Context: an optimization exercise on an open-source flow, tuned for small area. The choices shown serve that exercise and are no tape-out recipe.
At most, simulation tests tie the RTL to the original design; equivalence was not proved.
Power figures rest on the tool's default switching activity, not on a simulated workload.

==> flow/design.v (excerpt) <==
module crt(
	input clk,
	input reset,
	input cs,
	input we,
	input [3:0] addr,
	input [15:0] data_in,
	output [15:0] data_out,
	output irq,
	output vs,
	output hs,
	output ven,
	output [2:0] clksel,
	output [31:0] pixaddr
);
Size: roughly 1400 cells after synthesis, about 310 flip-flops, about 79 I/O pins, roughly 17000 µm² of cells after synthesis.
export LEC_CHECK = 0
export CAP_MARGIN = 20
export CORE_MARGIN = 2
export CORE_UTILIZATION = 50
export SLEW_MARGIN = 20
create_clock -name core_clock -period 7.5 [get_ports {clk}]
standard.sh (not shown) runs the stock make flow with config.mk's settings and CLKGATE_MAP_FILE= SYNTH_SCRIPT=/design/flow/synth_recipe.tcl, a recipe that flattens the netlist after the stock synthesis.
==> flow/flow/run.sh <==
#!/bin/bash
# Standard ORFS layout (the standard.sh, unchanged synthesis) with three changes:
#  - ports are buffered with the smallest buffer (buf_1) instead of the default choice
#  - clock tree built without dummy loads
#  - clock tree buffers and clustering set below
set -euo pipefail
CTS="-sink_clustering_enable -repair_clock_nets -dont_use_dummy_load -sink_clustering_size 20 -sink_clustering_max_diameter 50 -buf_list sky130_fd_sc_hd__clkbuf_8"
bash standard.sh \
  "BUFFER_PORTS_ARGS=-buffer_cell sky130_fd_sc_hd__buf_1" \
  "CTS_ARGS=$CTS" \
  finish > flow_standard.log 2>&1
Rerun with:
- CORE_UTILIZATION: 50 -> 60
The new run completed without violations.
Via count drops by 0.88%.
Combinational power drops by about 3%.
Design area is lower by 2.7%.
Worst hold slack improved by 0.0075 ns.
Routed wire length is lower by 4.8%.
No run of this note included a check of the RTL's function; only the layout flow was run.

---

The RTL this note starts from:
==> flow/design.v <==
module crt(
	input clk,
	input reset,
	input cs,
	input we,
	input [3:0] addr,
	input [15:0] data_in,
	output [15:0] data_out,
	output irq,
	output vs,
	output hs,
	output ven,
	output [2:0] clksel,
	output [31:0] pixaddr
);
reg [15:0] hb, hv, hf, he, vb, vv, vf, ve;
reg [15:0] fl, fh, sl, sh, ic, ir, cr;
reg [15:0] col, row;
reg [31:0] pa;
reg field;
reg irq_r;
wire wr = cs & we;
wire [15:0] d0 = data_in & {16{~reset}};	 
wire [15:0] d1 = data_in | {16{reset}};		 
function [15:0] pick;
	input [15:0] rv;
	begin
		pick = (d1 & rv) | (d0 & ~rv);
	end
endfunction
wire [15:0] wsel;
genvar k;
generate for (k = 0; k < 16; k = k + 1) begin : dec
	assign wsel[k] = reset | (wr & (addr == k));
end endgenerate
always @(posedge clk) begin
	if (wsel[4'h0]) hb <= pick(16'd44);
	if (wsel[4'h1]) hv <= pick(16'd192);
	if (wsel[4'h2]) hf <= pick(16'd2112);
	if (wsel[4'h3]) he <= pick(16'd2199);
	if (wsel[4'h4]) vb <= pick(16'd5);
	if (wsel[4'h5]) vv <= pick(16'd41);
	if (wsel[4'h6]) vf <= pick(16'd581);
	if (wsel[4'h7]) ve <= pick(16'd584);
	if (wsel[4'h8]) fl <= pick(16'h0000);
	if (wsel[4'h9]) fh <= pick(16'h0001);
	if (wsel[4'hA]) sl <= pick(16'h0080);
	if (wsel[4'hB]) sh <= pick(16'h0000);
	if (wsel[4'hC]) ic <= pick(16'd0);
	if (wsel[4'hD]) ir <= pick(16'd0);
	if (wsel[4'hF]) cr <= pick(16'h0002);
end
reg [15:0] rd;
always @(*) begin
	case (addr)
	4'h0: rd = hb;
	4'h1: rd = hv;
	4'h2: rd = hf;
	4'h3: rd = he;
	4'h4: rd = vb;
	4'h5: rd = vv;
	4'h6: rd = vf;
	4'h7: rd = ve;
	4'h8: rd = fl;
	4'h9: rd = fh;
	4'hA: rd = sl;
	4'hB: rd = sh;
	4'hC: rd = ic;
	4'hD: rd = ir;
	4'hE: rd = 16'h0000;
	default: rd = cr;
	endcase
end
assign data_out = rd;
wire interlaced = cr[1];
function lt16;	 
	input [15:0] a, b;
	integer i;
	reg c;
	begin
		c = 1'b0;
		for (i = 0; i < 16; i = i + 1)
			c = (~a[i] & b[i]) | (~a[i] & c) | (b[i] & c);
		lt16 = c;
	end
endfunction
function [1:0] lteq16;
	input [15:0] a, b;
	reg [15:0] l, e;
	integer i, w;
	begin
		l = ~a & b;
		e = ~(a ^ b);
		for (w = 1; w < 16; w = w * 2)
			for (i = 0; i < 16; i = i + 2 * w) begin
				l[i] = l[i + w] | (e[i + w] & l[i]);
				e[i] = e[i + w] & e[i];
			end
		lteq16 = {l[0], e[0]};
	end
endfunction
wire col_lt_hb = lt16(col, hb);
wire col_lt_hv = lt16(col, hv);
wire row_lt_vb = lt16(row, vb);
wire row_lt_vv = lt16(row, vv);
wire col_0 = ~|col;
wire row_0 = ~|row;
wire col_lt_hf, col_hf;
assign {col_lt_hf, col_hf} = lteq16(col, hf);
wire col_he = (col == he);
wire col_he2 = (col == {1'b0, he[15:1]});
wire col_ic = (col == ic);
wire row_lt_vf, row_vf;
assign {row_lt_vf, row_vf} = lteq16(row, vf);
wire row_ve = (row == ve);
wire row_ir = (row == ir);
wire in_hvideo = ~col_lt_hv & col_lt_hf;
wire in_vvideo = ~row_lt_vv & row_lt_vf;
wire in_video = in_hvideo & in_vvideo;
wire in_hend = col_he | (interlaced & row_ve & col_he2);
wire in_vend = row_ve & (interlaced ? col_he2 : col_he);
wire restart = (row_0 & col_0) | (row_vf & col_hf);
wire ld = reset | restart;
wire sf = ld & field;
wire rowinc = in_hend & in_vvideo;
wire [31:0] xa = ld ? {fh, fl} : pa;
wire ysel = ld ? field : rowinc;
wire [31:0] ya = {32{ysel}} & {sh, sl};
wire [31:0] wa = {{16{sf}}, {16{sf}} & he};
wire [15:0] na = {16{sf}} & ~hv;
wire ci = sf | (~ld & ~rowinc & in_video);
wire [31:0] a1 = xa;
wire [31:0] b1 = {ya[31:16], wa[15:0]};
wire [31:0] e1 = {wa[31:16], 16'd0} | {16'd0, na};
wire [31:0] s1 = a1 ^ b1 ^ e1;
wire [32:0] c1 = {(a1 & b1) | (a1 & e1) | (b1 & e1), ci};
wire [31:0] n2 = {16'd0, ya[15:0]};
wire [31:0] s2 = s1 ^ c1[31:0] ^ n2;
wire [32:0] c2 = {(s1 & c1[31:0]) | (s1 & n2) | (c1[31:0] & n2), 1'b0};
function [31:0] bk_add;
	input [31:0] a, b;
	reg [31:0] g, p, G, P;
	reg [31:0] gn, pn;
	integer i, d;
	begin
		g = a & b;
		p = a ^ b;
		G = g;
		P = p;
		for (d = 1; d < 32; d = d * 2)
			for (i = 2 * d - 1; i < 32; i = i + 2 * d) begin
				G[i] = G[i] | (P[i] & G[i - d]);
				P[i] = P[i] & P[i - d];
			end
		for (d = 8; d >= 1; d = d / 2)
			for (i = 3 * d - 1; i < 32; i = i + 2 * d) begin
				G[i] = G[i] | (P[i] & G[i - d]);
				P[i] = P[i] & P[i - d];
			end
		bk_add = p ^ {G[30:0], 1'b0};
	end
endfunction
wire [31:0] pa_next = bk_add(s2, c2[31:0]);
always @(posedge clk) begin
	pa <= pa_next;
	field <= reset ? 1'b0 : in_vend ? (interlaced & ~field) : field;
	row <= (reset | in_vend) ? 16'd0 : row + {15'd0, in_hend};
	col <= (reset | in_hend) ? 16'd0 : col + 16'd1;
	irq_r <= ~reset & ~(wr & (addr == 4'hE)) & (irq_r | (cr[15] & row_ir & col_ic));
end
assign hs = col_lt_hb ^ cr[14];
assign vs = row_lt_vb ^ cr[13];
assign ven = in_video & ~cr[0];
assign clksel = cr[7:5];
assign pixaddr = pa;
assign irq = irq_r;
endmodule
clock: 7.5 ns
lec_check: 0
cap_margin: 20
core_margin: 2
core_utilization: 60
place_density: 0.85
slew_margin: 20
Scripts as last shown in full above: flow/flow/run.sh
Change:
--- a/flow/flow/run.sh
+++ b/flow/flow/run.sh
@@ -5,5 +5,5 @@
 #  - clock tree buffers and clustering set below
 set -euo pipefail
-CTS="-sink_clustering_enable -repair_clock_nets -dont_use_dummy_load -sink_clustering_size 20 -sink_clustering_max_diameter 50 -buf_list sky130_fd_sc_hd__clkbuf_8"
+CTS="-sink_clustering_enable -repair_clock_nets -dont_use_dummy_load -sink_clustering_size 20 -sink_clustering_max_diameter 50 -buf_list {sky130_fd_sc_hd__clkbuf_4 sky130_fd_sc_hd__clkbuf_8}"
 bash standard.sh \
   "BUFFER_PORTS_ARGS=-buffer_cell sky130_fd_sc_hd__buf_1" \
CORE_UTILIZATION = 70   (was 60)
PLACE_DENSITY = not set   (was 0.85)
Final area came out lower slightly.
Non-clock buffer count decreases by 6.
Cell count falls by a few percent.
Clock-buffer cell count rose by 1.
Via count is lower slightly.
Utilization is higher by 9.8 points.
Change:
--- a/flow/flow/run.sh
+++ b/flow/flow/run.sh
@@ -5,5 +5,5 @@
 #  - clock tree buffers and clustering set below
 set -euo pipefail
-CTS="-sink_clustering_enable -repair_clock_nets -dont_use_dummy_load -sink_clustering_size 20 -sink_clustering_max_diameter 50 -buf_list {sky130_fd_sc_hd__clkbuf_4 sky130_fd_sc_hd__clkbuf_8}"
+CTS="-sink_clustering_enable -repair_clock_nets -dont_use_dummy_load -sink_clustering_size 20 -sink_clustering_max_diameter 50 -buf_list \"sky130_fd_sc_hd__clkbuf_4 sky130_fd_sc_hd__clkbuf_8\""
 bash standard.sh \
   "BUFFER_PORTS_ARGS=-buffer_cell sky130_fd_sc_hd__buf_1" \
The new run failed in 4_1_cts (STA-0564).
Synthesized cell count stays the same.
Synthesized area is unchanged.
Change:
--- a/flow/flow/run.sh
+++ b/flow/flow/run.sh
@@ -5,5 +5,5 @@
 #  - clock tree buffers and clustering set below
 set -euo pipefail
-CTS="-sink_clustering_enable -repair_clock_nets -dont_use_dummy_load -sink_clustering_size 20 -sink_clustering_max_diameter 50 -buf_list \"sky130_fd_sc_hd__clkbuf_4 sky130_fd_sc_hd__clkbuf_8\""
+CTS="-sink_clustering_enable -repair_clock_nets -dont_use_dummy_load -sink_clustering_size 20 -sink_clustering_max_diameter 50 -buf_list sky130_fd_sc_hd__clkbuf_8"
 bash standard.sh \
   "BUFFER_PORTS_ARGS=-buffer_cell sky130_fd_sc_hd__buf_1" \
PLACE_DENSITY = 0.9   (was not set)
After rerunning: With this change the flow ran to the end with no violations. Synthesized area does not change. Synthesized cell count stays the same.
Change:
PLACE_DENSITY = not set   (was 0.9)
Sequential power barely changes; routed wire length fell slightly; cell area is about the same; hold slack is about the same; sequential share of layout area stays flat; register-to-register slack gets worse by 0.06 ns; first-iteration DRC count climbs by a few percent; clock skew shrinks by 0.024 ns; die area stays the same; maximum frequency is lower slightly; combinational power stays flat.

## what the ideal ports hide
How much do the figures lean on ideal ports? The routed layouts below were timed once more, with nothing changed but the port constraints. Step 1 sets driving cells, clkbuf_16 on the clock port and buf_2 on the other inputs (assumed; they add their load-dependent delay and slew). Step 2 also shifts input and output timing later by t, the mid clock arrival at the registers, as if the neighbouring blocks saw the same clock. Three values: ideal, step 1, step 2; two values: the first two.
run | t (ns) | setup slack, ns | clock arrival spread, ns | worst register clock-pin slew, ns | pins driven straight from the clock port
the first run of note 1 | 0.639 | 0.220 / 0.220 / -0.154 | 0.085 / 0.085 | 0.10 / 0.10 | 1
the second run of note 1 | 0.587 | 0.327 / 0.327 / -0.041 | 0.064 / 0.064 | 0.10 / 0.10 | 1
the first run of note 2 | 0.636 | 0.423 / 0.423 / 0.423 | 0.058 / 0.058 | 0.10 / 0.10 | 1
the second run of note 2 | 0.668 | 0.397 / 0.397 / 0.397 | 0.096 / 0.095 | 0.12 / 0.12 | 1
the fourth run of note 2 | 0.659 | 0.459 / 0.459 / 0.459 | 0.119 / 0.120 | 0.11 / 0.11 | 1
the fifth run of note 2 | 0.668 | 0.397 / 0.397 / 0.397 | 0.096 / 0.095 | 0.12 / 0.12 | 1
With both steps, setup timing fails in the first run of note 1 and the second run of note 1, where it was met with ideal ports. For the first run of note 1, which loses most, drivers alone change the setup slack by 0.000 ns; drivers and shift together by -0.374 ns.
